What follows belongs to an exercise in optimizing a design on an open flow for small area; a production flow would make more cautious choices.
Only simulation tests tie the RTL to the original design; equivalence was not proved.
Power figures rest on the tool's default switching activity, not on a simulated workload.

== lane 2 ==
## scct
module scct (
    input             clk,
    input             rst,
    input      [4:0]  address,
    input             read,
    output reg [31:0] readdata,
    input      [31:0] writedata,
    input             write,
    output            irq,
    input      [7:0]  pins_i,
    output     [7:0]  pins_o
);
   reg        wv;
   reg [4:0]  wa;
   reg [31:0] wd;
   always @(posedge clk) begin
      wa <= address;
      wd <= writedata;
   end
   always @(posedge clk or posedge rst)
     if (rst) wv <= 1'b0;
     else wv <= write;
   wire wen_lo  = wv & (wa[4:2] == 3'b000);
   wire wen_ch  = wv & (wa[4:3] == 2'b01);
   wire wen_ccr = wv & wa[4] & ~wa[3];
   wire wen_ctr = wen_lo & (wa[1:0] == 2'd0);
   wire wen_psc = wen_lo & (wa[1:0] == 2'd1);
   wire wen_cie = wen_lo & (wa[1:0] == 2'd2);
   wire wen_cis = wen_lo & (wa[1:0] == 2'd3);
   wire wen_ms  = wen_ch & (wa[2:0] == 3'd0);
   wire wen_act = wen_ch & (wa[2:0] == 3'd1);
   wire wen_ie  = wen_ch & (wa[2:0] == 3'd2);
   wire wen_is  = wen_ch & (wa[2:0] == 3'd3);
   wire wen_ocf = wen_ch & (wa[2:0] == 3'd4);
   wire [31:0] ctr, psc;
   wire        chg, cie, cis;
   scct_counter u_ctr (
      .clk(clk), .rst(rst), .wd(wd),
  ...
==> module scct_counter, before the edit <==
module scct_counter (
    input             clk,
    input             rst,
    input      [31:0] wd,         
    input             wen_ctr,
    input             wen_psc,
    input             wen_ie,
    input             wen_is,
    output reg [31:0] ctr,
    output reg        chg,        
    output reg [31:0] psc,
    output reg        ie,
    output reg        is
);
   reg [31:0] pd;
   reg        ovf;
   reg        pnz;         
   wire [31:0] dec = pd - 32'd1;
   wire        tick = ~pnz;
   wire [31:0] pd_next = dec & (psc | {32{~tick}});
   wire [32:0] inc = {1'b0, ctr} + {32'd0, tick};
   wire w_ctr = ~rst & wen_ctr;
   wire h_ctr = ~rst & ~wen_ctr;
   wire w_psc = ~rst & wen_psc;
   wire h_psc = ~rst & ~wen_psc;
   wire w_ie  = ~rst & wen_ie;
   wire h_ie  = ~rst & ~wen_ie;
   always @(posedge clk) begin
      ctr <= ({32{w_ctr}} & wd) | ({32{h_ctr}} & inc[31:0]);
      psc <= ({32{w_psc}} & wd) | ({32{h_psc}} & psc);
      ie  <= (w_ie & wd[0]) | (h_ie & ie);
   end
   always @(posedge clk or posedge rst)
     if (rst) begin
        chg <= 0; is <= 0; pd <= 0; ovf <= 0; pnz <= 0;
     end else begin
        pd  <= pd_next;
        pnz <= |pd_next;
        chg <= tick;
        ovf <= inc[32] & ~wen_ctr;
        if (ovf) is <= ie;
        else if (wen_is & wd[0]) is <= 1'b0;
     end
endmodule
Settings: LEC_CHECK=0, CAP_MARGIN=20, CORE_MARGIN=2, CORE_UTILIZATION=45, PLACE_DENSITY=0.6, SLEW_MARGIN=20; clock period 8.0 ns.
standard.sh (not shown) runs the stock make flow with config.mk's settings and CLKGATE_MAP_FILE= SYNTH_SCRIPT=/design/flow/synth_recipe.tcl, a recipe that flattens the netlist after the stock synthesis.
==> flow/flow/run.sh <==
#!/bin/bash
# The standard synthesis, then its combinational logic re-mapped by ABC with
# an area-oriented script (every register stays as synthesis made it), then
# the standard layout from that netlist, with the smallest buffer on the
# ports, small repair buffers and a clock tree without dummy loads.
set -euo pipefail
R=orfs/results/$FLOW_PLATFORM/scct/base
LIB=$FLOW_HOME/platforms/$FLOW_PLATFORM/lib/sky130_fd_sc_hd__tt_025C_1v80.lib
bash standard.sh synth > standard_synth.log 2>&1
cp $R/1_2_yosys.v $R/1_2_yosys_std.v
bash flow/remap.sh $R/1_2_yosys_std.v $R/1_2_yosys.v "$LIB" flow/area.abc \
  "$FLOW_HOME/platforms/$FLOW_PLATFORM/config.mk" remap
rm -f $R/1_synth.odb $R/1_synth.sdc
export BUFFER_PORTS_ARGS="-buffer_cell sky130_fd_sc_hd__buf_1"
# clock tree: clkbuf_8 leaf buffers on clusters of up to 15 sinks, no dummy loads
export CTS_ARGS="-sink_clustering_enable -repair_clock_nets -dont_use_dummy_load -buf_list sky130_fd_sc_hd__clkbuf_8 -sink_clustering_size 15 -sink_clustering_max_diameter 50"
# repair buffers no larger than buf_2
DU="$(sed -n '/DONT_USE_CELLS/,/^$/p' $FLOW_HOME/platforms/$FLOW_PLATFORM/config.mk | tr -d '\\' | tr ' ' '\n' | grep sky130 | tr '\n' ' ')"
DU="$DU sky130_fd_sc_hd__buf_4 sky130_fd_sc_hd__buf_6 sky130_fd_sc_hd__buf_8 sky130_fd_sc_hd__buf_12 sky130_fd_sc_hd__buf_16 sky130_fd_sc_hd__bufbuf_8 sky130_fd_sc_hd__bufbuf_16"
bash standard.sh ${TARGET:-finish} "DONT_USE_CELLS=$DU" > standard_layout.log 2>&1
Other scripts of this flow, unchanged in this note and not shown: flow/flow/area.abc, flow/flow/remap.sh
The following lists how lane 1 was set up differently from lane 2:
==> flow/design.v, changed modules only <==
module scct_counter (
    input             clk,
    input             rst,
    input      [31:0] wd,         
    input             wen_ctr,
    input             wen_psc,
    input             wen_ie,
    input             wen_is,
    output reg [31:0] ctr,
    output reg        chg,        
    output reg [31:0] psc,
    output reg        ie,
    output reg        is
);
   reg [31:0] pd;
   reg        ovf;
   wire [32:0] dec = {1'b0, pd} - 33'd1;
   wire        tick = dec[32];
   wire [32:0] inc = {1'b0, ctr} + {32'd0, tick};
   wire w_ctr = ~rst & wen_ctr;
   wire h_ctr = ~rst & ~wen_ctr;
   wire w_psc = ~rst & wen_psc;
   wire h_psc = ~rst & ~wen_psc;
   wire w_ie  = ~rst & wen_ie;
   wire h_ie  = ~rst & ~wen_ie;
   always @(posedge clk) begin
      ctr <= ({32{w_ctr}} & wd) | ({32{h_ctr}} & inc[31:0]);
      psc <= ({32{w_psc}} & wd) | ({32{h_psc}} & psc);
      ie  <= (w_ie & wd[0]) | (h_ie & ie);
   end
   always @(posedge clk or posedge rst)
     if (rst) begin
        chg <= 0; is <= 0; pd <= 0; ovf <= 0;
     end else begin
        pd  <= dec[31:0] & (psc | {32{~tick}});
        chg <= tick;
        ovf <= inc[32] & ~wen_ctr;
        if (ovf) is <= ie;
        else if (wen_is & wd[0]) is <= 1'b0;
     end
endmodule
[summary]
- Between lane 2 and lane 1, the flow reports non-clock buffer count in the final layout increasing by a little under 10%.
- In lane 1 relative to lane 2, met3 wire length had gone down by a few percent.
- Deepest clock path buffer count delta (lane 2 -> lane 1): insignificant
- Diff lane 2 and lane 1: area of the multi-input gates lower in lane 1
- In lane 1, total half-perimeter wirelength after legalization and detailed placement is higher than in lane 2.
- Time the final worst path needs with I/O delays and setup, lane 2 and lane 1, higher one = lane 1.
- | setup slack after placement | higher: lane 2 |
- Compared to lane 2, lane 1 has share of power burned in combinational logic 0.3 points lower.
- Lane 1 reports a lower number of global-route vias before repair than lane 2 does.
- Across both runs, global placement routability congestion was higher for lane 1 than for lane 2.
- Diff lane 2 -> lane 1 | synthesized net count | down slightly

separate check: timing with driven ports:
In the flow no input, the clock included, has a driving cell. The finished layouts below were timed again as built, in two steps. Step 1 (the two cells are an assumption about what drives the block):
set clk [get_ports {clk}]
set_driving_cell -lib_cell sky130_fd_sc_hd__clkbuf_16 $clk
set_driving_cell -lib_cell sky130_fd_sc_hd__buf_2 [delete_from_list [all_inputs] $clk]
Step 2 also shifts input and output timing later by t, the mid clock arrival at the registers, as if the neighbouring blocks saw the same clock. Three values: ideal ports, drivers, drivers and shift; two values: the first two.
run	shift t [ns]	slack for setup (ns)	worst setup path after step 2	worst data-port slew with drivers (ns)
lane 2	0.730	1.810 / 1.810 / 1.810	register to register	0.04
lane 1	0.722	0.347 / 0.347 / 0.347	register to register	0.03
After both steps every run listed still meets setup and hold.
